Source: an optimization exercise on an open RTL-to-GDS flow (aim: small area and few clock cycles). Production flows keep margins and buffers that such runs may drop.
In this exercise RTL edits were held to simulation tests only and were not proved equivalent to the original.
Power is estimated from default activity; no workload was simulated.

===== run.sh =====
#!/bin/bash
# synth_recipe.tcl (not shown) runs the flow's synth.tcl, then flattens the netlist and writes it again
# the make line also repeats each setting of config.mk as NAME=value (left out here)
make -C /OpenROAD-flow-scripts/flow DESIGN_CONFIG=/design/flow/config.mk WORK_HOME=/design/flow/orfs CLKGATE_MAP_FILE= SYNTH_SCRIPT=/design/flow/synth_recipe.tcl finish

===== config.mk =====
export PLATFORM = sky130hd
export DESIGN_NAME = rv32i_cpu
export DESIGN_NICKNAME = rv32i_cpu
export VERILOG_FILES = /design/flow/design.v
export SDC_FILE = /design/flow/constraint.sdc
export NUM_CORES = 4
export LEC_CHECK = 0
export CAP_MARGIN = 20
export CELL_PAD_IN_SITES_DETAIL_PLACEMENT = 2
export CELL_PAD_IN_SITES_GLOBAL_PLACEMENT = 2
export CORE_MARGIN = 2
export CORE_UTILIZATION = 20
export PLACE_DENSITY = 0.35
export SLEW_MARGIN = 20

===== constraint.sdc =====
create_clock -name core_clock -period 14.0 [get_ports {clk}]
set_input_delay 2.8000 -clock core_clock [delete_from_list [all_inputs] [get_ports {clk}]]
set_output_delay 2.8000 -clock core_clock [all_outputs]
set_load 0.01 [all_outputs]

===== design.v =====
`timescale 1ns/1ps
module rv32i_cpu(
  input clk,
  input reset,
  output [31:0] imem_addr,
  input [31:0] imem_rdata,
  output mem_we,
  output [31:0] mem_addr,
  output [31:0] mem_wdata,
  output [3:0] mem_wmask,
  input [31:0] mem_rdata,
  output [31:0] pc_debug
);
reg [31:0] pc;
assign pc_debug = pc;
assign imem_addr = pc;
reg [31:0] regs[0:31];
reg [31:0] csr_mtvec;
reg [31:0] csr_mcause;
wire [11:0] csr_addr = imem_rdata[31:20];
reg [31:0] csr_rdata;
reg csr_we;
reg [31:0] csr_wdata;
reg ecall;
wire [6:0] opcode = imem_rdata[6:0];
wire [4:0] rd = imem_rdata[11:7];
wire [2:0] funct3 = imem_rdata[14:12];
wire [4:0] rs1 = imem_rdata[19:15];
wire [4:0] rs2 = imem_rdata[24:20];
wire [6:0] funct7 = imem_rdata[31:25];
wire [31:0] rs1_val = (rs1 == 0) ? 32'b0 : regs[rs1];
wire [31:0] rs2_val = (rs2 == 0) ? 32'b0 : regs[rs2];
wire [31:0] imm_i = {{20{imem_rdata[31]}}, imem_rdata[31:20]};
wire [31:0] imm_s = {{20{imem_rdata[31]}}, imem_rdata[31:25], imem_rdata[11:7]};
wire [31:0] imm_b = {{19{imem_rdata[31]}}, imem_rdata[31], imem_rdata[7], imem_rdata[30:25], imem_rdata[11:8], 1'b0};
wire [31:0] imm_u = {imem_rdata[31:12], 12'b0};
wire [31:0] imm_j = {{11{imem_rdata[31]}}, imem_rdata[31], imem_rdata[19:12], imem_rdata[20], imem_rdata[30:21], 1'b0};
reg [31:0] next_pc;
reg reg_we;
reg [31:0] reg_wdata;
reg mem_we_r;
reg [3:0] mem_wmask_r;
reg [31:0] mem_addr_r;
reg [31:0] mem_wdata_r;
assign mem_we = mem_we_r;
assign mem_wmask = mem_wmask_r;
assign mem_addr = mem_addr_r;
assign mem_wdata = mem_wdata_r;
reg [31:0] alu_a;
reg [31:0] alu_b;
reg [31:0] alu_out;
wire [7:0] load_b0 = mem_rdata[7:0];
wire [7:0] load_b1 = mem_rdata[15:8];
wire [7:0] load_b2 = mem_rdata[23:16];
wire [7:0] load_b3 = mem_rdata[31:24];
wire [15:0] load_h = {load_b1, load_b0};
reg [31:0] load_rdata;
function [31:0] csr_read;
  input [11:0] addr;
  begin
    case (addr)
      12'h305: csr_read = csr_mtvec;
      12'h342: csr_read = csr_mcause;
      12'hF14: csr_read = 32'b0;
      default: csr_read = 32'b0;
    endcase
  end
endfunction
always @* begin
  case (funct3)
    3'b000: load_rdata = {{24{load_b0[7]}}, load_b0};  
    3'b100: load_rdata = {24'b0, load_b0};  
    3'b001: load_rdata = {{16{load_h[15]}}, load_h};  
    3'b101: load_rdata = {16'b0, load_h};  
    3'b010: load_rdata = {load_b3, load_b2, load_b1, load_b0};  
    default: load_rdata = {load_b3, load_b2, load_b1, load_b0};
  endcase
end
always @* begin
  next_pc = pc + 32'd4;
  reg_we = 1'b0;
  reg_wdata = 32'b0;
  mem_we_r = 1'b0;
  mem_wmask_r = 4'b0000;
  mem_addr_r = 32'b0;
  mem_wdata_r = rs2_val;
  csr_we = 1'b0;
  csr_wdata = 32'b0;
  ecall = 1'b0;
  csr_rdata = 32'b0;
  alu_a = rs1_val;
  alu_b = rs2_val;
  alu_out = 32'b0;
  case (opcode)
    7'b0110111: begin
      reg_we = 1'b1;
      reg_wdata = imm_u;
    end
    7'b0010111: begin
      reg_we = 1'b1;
      reg_wdata = pc + imm_u;
    end
    7'b1101111: begin
      reg_we = 1'b1;
      reg_wdata = pc + 32'd4;
      next_pc = pc + imm_j;
    end
    7'b1100111: begin
      reg_we = 1'b1;
      reg_wdata = pc + 32'd4;
      next_pc = (rs1_val + imm_i) & ~32'd1;
    end
    7'b1100011: begin
      case (funct3)
        3'b000: if (rs1_val == rs2_val) next_pc = pc + imm_b;  
        3'b001: if (rs1_val != rs2_val) next_pc = pc + imm_b;  
        3'b100: if ($signed(rs1_val) < $signed(rs2_val)) next_pc = pc + imm_b;  
        3'b101: if ($signed(rs1_val) >= $signed(rs2_val)) next_pc = pc + imm_b;  
        3'b110: if (rs1_val < rs2_val) next_pc = pc + imm_b;  
        3'b111: if (rs1_val >= rs2_val) next_pc = pc + imm_b;  
        default: ;
      endcase
    end
    7'b0000011: begin
      mem_addr_r = rs1_val + imm_i;
      reg_we = 1'b1;
      reg_wdata = load_rdata;
    end
    7'b0100011: begin
      mem_addr_r = rs1_val + imm_s;
      mem_we_r = 1'b1;
      case (funct3)
        3'b000: mem_wmask_r = 4'b0001;  
        3'b001: mem_wmask_r = 4'b0011;  
        3'b010: mem_wmask_r = 4'b1111;  
        default: mem_wmask_r = 4'b0000;
      endcase
    end
    7'b0010011: begin
      reg_we = 1'b1;
      alu_a = rs1_val;
      alu_b = imm_i;
      case (funct3)
        3'b000: alu_out = alu_a + alu_b;  
        3'b010: alu_out = ($signed(alu_a) < $signed(alu_b)) ? 32'd1 : 32'd0;  
        3'b011: alu_out = (alu_a < alu_b) ? 32'd1 : 32'd0;  
        3'b100: alu_out = alu_a ^ alu_b;  
        3'b110: alu_out = alu_a | alu_b;  
        3'b111: alu_out = alu_a & alu_b;  
        3'b001: alu_out = alu_a << imem_rdata[24:20];  
        3'b101: begin
          if (funct7 == 7'b0100000)
            alu_out = $signed(alu_a) >>> imem_rdata[24:20];  
          else
            alu_out = alu_a >> imem_rdata[24:20];  
        end
        default: alu_out = 32'b0;
      endcase
      reg_wdata = alu_out;
    end
    7'b0110011: begin
      reg_we = 1'b1;
      alu_a = rs1_val;
      alu_b = rs2_val;
      case (funct3)
        3'b000: begin
          if (funct7 == 7'b0100000)
            alu_out = alu_a - alu_b;  
          else
            alu_out = alu_a + alu_b;  
        end
        3'b001: alu_out = alu_a << alu_b[4:0];  
        3'b010: alu_out = ($signed(alu_a) < $signed(alu_b)) ? 32'd1 : 32'd0;  
        3'b011: alu_out = (alu_a < alu_b) ? 32'd1 : 32'd0;  
        3'b100: alu_out = alu_a ^ alu_b;  
        3'b101: begin
          if (funct7 == 7'b0100000)
            alu_out = $signed(alu_a) >>> alu_b[4:0];  
          else
            alu_out = alu_a >> alu_b[4:0];  
        end
        3'b110: alu_out = alu_a | alu_b;  
        3'b111: alu_out = alu_a & alu_b;  
        default: alu_out = 32'b0;
      endcase
      reg_wdata = alu_out;
    end
    7'b1110011: begin
      csr_rdata = csr_read(csr_addr);
      case (funct3)
        3'b000: begin
          if (imem_rdata[31:20] == 12'b0) begin
            ecall = 1'b1;
            next_pc = csr_mtvec;
          end
        end
        3'b001: begin  
          reg_we = (rd != 0);
          reg_wdata = csr_rdata;
          csr_we = 1'b1;
          csr_wdata = rs1_val;
        end
        3'b010: begin  
          reg_we = (rd != 0);
          reg_wdata = csr_rdata;
          if (rs1 != 0) begin
            csr_we = 1'b1;
            csr_wdata = csr_rdata | rs1_val;
          end
        end
        default: ;
      endcase
    end
    default: begin
    end
  endcase
end
integer i;
always @(posedge clk or posedge reset) begin
  if (reset) begin
    pc <= 32'b0;
    for (i = 0; i < 32; i = i + 1) begin
      regs[i] <= 32'b0;
    end
    csr_mtvec <= 32'b0;
    csr_mcause <= 32'b0;
  end else begin
    pc <= next_pc;
    if (reg_we && (rd != 0)) begin
      regs[rd] <= reg_wdata;
    end
    if (csr_we) begin
      case (csr_addr)
        12'h305: csr_mtvec <= csr_wdata;
        12'h342: csr_mcause <= csr_wdata;
        default: ;
      endcase
    end
    if (ecall) begin
      csr_mcause <= 32'd11;
    end
  end
end
endmodule

==> qor.csv <==
stage,metric,value,unit
status,outcome,no timing/DRC/antenna violations,
clock_tree,hold_buffers,0,
clock_tree,post_cts_buffers,0,
critical_path,slowest_delay,0.88,ns
place,dp_cells,15628,
routing,viasPerCell,6.04,
synth,synth_top_cell_by_area,dfrtp_1,
hold_path,hp-class,flop to flop,
global_routing,grt_use_total,0.376,
critical_path,r2r_cells,23,
clock_tree,clk_pin_slew,0.05,ns
pwr,pwr-share-seq,0.325,
place,portBuffers,198,
finish,final_layout_size_suffix_gt1_frac,0.119,
synth,synth_nets,10737,
clock_tree,clk-insertion-delay-late,0.97,ns
synth,synth_area_per_cell,7.82,µm²
pwr,clock_power_share,0.365,
clock_tree,cts_buffers,158,
place,place_hpwl,580000,µm
finish,stdcell_count,15958,
synth,synth.distinct_cells,119,
synth,ys_seq_area_frac,0.335,
hold_path,min_to,csr_mcause[31],
clock_tree,cts_tree,built,
floorplan,die_area,412000,µm²
clock_tree,root_buffer,clkbuf_16,
job,cap_violations,0,
critical_path,worst-path-max-fanout,30,
global_routing,antenna_found_initial,104,
synth,ys_top_cells_by_count,"nor2_1, a21oi_1, dfrtp_1",
floorplan,die_h,642,µm
critical_path,crit_top_cell,buf_4,
place,dpl_cell_area,92100,µm²
timing,fmax,0.0753,GHz
critical_path,start_kind,input pin,
timing,tightestPinTransition,1.34,ns
synth,synth_edf_count,0,
synth,yosys-top-cells-area,"dfrtp_1, a21oi_1, nor2_1",
finish,area_growth,19.9,%
synth,yosys_warnings,2,
timing,relSlewSlack,0.108,
clock_tree,cts_buffer_depth,4,
routing,wire_per_inst,49.9,µm
routing,vias,96443,
synth,netlist_area,81300,µm²
timing,skew,0.105,ns
global_routing,overflow,0,
critical_path,required,11.20,ns
routing,dr.pass1.iters,6,
timing,min_period,13.28,ns
synth,async_flop_share,1.00,
global_routing,grt_max_degree,134,
critical_path,reg2reg_setup_slack,5.33,ns
timing,final-max-slew-violation-count,0,
critical_path,crit_chain,"buf_4, nand3b_1, nor2_4, buf_4, a2111oi_0, and4_1, a21o_1, nor2_1, buf_4, ha_1, a21oi_1, o21bai_1, a21oi_1, o41ai_1, a31oi_1, nor2b_1, nand2b_1, a31oi_1, clkdlybuf4s50_1",
finish,final_area,97400,µm²
floorplan,core_area,406000,µm²
critical_path,path_class,input pin to primary output,
pwr,swShare,0.408,
finish,post-route-util,0.240,
critical_path,reg2reg_to,regs[8][29],
critical_path,crit_path_end_kind,primary output,
pwr,p_comb_frac,0.310,
routing,routed_wl,796000,µm
synth,synth_seq_cells,1088,
synth,synthFlopType,dfrtp_1,
synth,postSynthCellCount,10402,
timing,setup_viol,0,
routing,drc,0,
pwr,cellLeakagePower,40.4,nW
floorplan,die_w,642,µm
pwr,vdd_drop_max,0.0000880,V
hold_path,hold-path-cell-count,2,
pwr,p_int,6.76,mW
clock_tree,htreeDepth,4,
pwr,p_switching,4.66,mW
critical_path,slowest_stage,nor2_4,
timing,finalCritPeriodShare,0.949,
critical_path,arrival,10.48,ns
synth,synth_top_area_share,0.335,
global_routing,grt_pass1_wl,1030000,µm
critical_path,cpLargestDelayFamily,compound AO/OA/AOI/OAI gates,
pwr,power.density,117,nW/µm²
routing,antenna_left,0,
critical_path,r2r_start,regs[24][5],
timing,hold_viol_final,0,
clock_tree,cts.sink_count,1088,
clock_tree,post_cts_resized,0,
place,gp_congestion,0.963,
finish,layout.nets,10698,
timing,rsz0062_at_grt,no,
routing,drt_iter0_markers,10065,
critical_path,worst-path-buf-inv,4,
synth,yosysMostFrequentCell,nor2_1,
hold_path,hp-start,csr_mcause[31],
timing,hold_ws,0.510,ns
global_routing,grt_pass1_vias,96721,
floorplan,rows,234,
floorplan,initial_core_util,0.200,
floorplan,io_pins,199,
-- worst max path at each step --
stage	startpoint	end	slack, ns	cells after the start
4_1_cts	imem_rdata[15]	mem_addr[25]	0.87	19
6_report	imem_rdata[15]	mem_addr[25]	0.72	19
3_5_place_dp	imem_rdata[15]	mem_addr[25]	0.85	19
2_1_floorplan	reset	csr_mcause[0]	-3.81	1
5_1_grt	imem_rdata[18]	mem_addr[29]	0.77	19
3_3_place_gp	imem_rdata[15]	mem_addr[25]	0.88	19
-- cell type report --
cell class              count  area (µm²)
clock inverters            45         514
well taps                5428        6790
flip-flops and latches   1088       27200
repair buffers            810        7040
multi-input cells        8128       50500
inverters                 177         673
clock buffers             230        4580
fillers                 46235      308000
diodes                     52         130
-- worst reg2reg max path, cell delays in order (launching register included) --
cell	delay [ns]
dfrtp_1	0.49
nand4b_1	0.15
a21oi_1	0.19
a221o_1	0.38
nor4bb_1	1.01
a21o_1	0.61
nor2_1	0.17
buf_4	0.26
ha_1	0.74
nand4_1	0.37
a31oi_1	0.56
o41ai_1	0.20
buf_4	0.20
a311oi_1	0.73
a2bb2oi_1	0.13
buf_4	0.21
o21ai_0	0.42
a31oi_1	0.16
o211ai_1	0.26
xnor2_1	0.16
a21oi_1	0.12
a2111oi_4	0.44
buf_12	0.24
o21ai_0	0.35
-- registers in the layout, indices dropped and copies added (netlist names) --
register,flops
csr_mcause,32
csr_mtvec,32
pc,32
regs,992
-- through the flow --
step	TNS [ns]	setup WS, ns	total power, mW
final	0	0.718	11.4
after global routing	0	0.766	11.8
after CTS	0	0.872	11.5
after detailed placement	0	0.853	7.23
after global placement	0	0.881	7.19
after floorplan	-4144.34	-3.81	5.31
-- layer usage --
metal  up-vias  part of all wire  wire, µm  track usage
met5         -           0.00027       216            0
met4        32             0.065     51900        0.213
met3      1278             0.058     45800       0.0589
met2      4217              0.46    364000        0.605
met1     52266              0.42    334000        0.477
li1      38650                 -         -            -
-- cell usage in the layout, fill, tap and decap left out, drive strengths merged, types with 38 or more instances in the layout --
master         instances
nor2                1185
a21oi               1182
dfrtp               1088
nand2                912
o21ai                810
buf                  626
and3                 488
nand3                456
a22oi                373
ha                   262
clkbuf               230
clkdlybuf4s50        184
inv                  177
nor3                 167
a31oi                165
a221oi               146
nand4                143
a2111oi              142
a211oi               131
xnor2                113
a22o                 100
o211ai                95
a21o                  74
nor4                  69
mux2i                 64
o22ai                 60
nand2b                53
diode                 52
o31ai                 50
and4                  48
nor2b                 47
xor2                  46
o221ai                40
a222oi                38
-- power by group through the flow --
| stage | clock [mW] | sequential (mW) | combinational, mW |
|---|---|---|---|
| floorplan | 0 | 3.59 | 1.72 |
| global placement | 0 | 3.76 | 3.43 |
| detailed placement | 0 | 3.76 | 3.47 |
| CTS | 4.27 | 3.71 | 3.48 |
| global route | 4.36 | 3.72 | 3.68 |
| finish | 4.17 | 3.71 | 3.54 |
-- cells by family after synthesis --
logic type | count (synthesis) | share of synthesized area
AO/OA/AOI/OAI | 3812 | 0.305
AND/OR/NAND/NOR | 3785 | 0.223
buffers and inverters | 1186 | 0.0617
flip-flops | 1088 | 0.335
adder cells (fa/ha/maj) | 269 | 0.0420
XOR/XNOR | 159 | 0.0171
multiplexers | 103 | 0.0155
Testbench counts, summed over its fixed seeds: cycles 43,101.

static timing again, ports no longer ideal:
No port has a modelled driver above. Below, the same layout with a new extraction and two added sets of constraints. Step 1: set_driving_cell puts a clkbuf_16 on clk and a buf_2 on each other input, an assumption about the parent block. Step 2, shift: input delay + t, output delay - t, t = (earliest + latest rising clock arrival at the registers) / 2. This alone moves slack from input paths to output paths. Three values: ideal, step 1, step 2; two values: the first two.
t (ns): 1.007
slack for setup (ns): 0.718 / 0.688 / 0.688
hold slack, ns: 0.510 / 0.510 / 0.510
After both steps setup and hold are still met in this run. For this run, drivers alone change the setup slack by -0.030 ns; drivers and shift together by -0.030 ns.
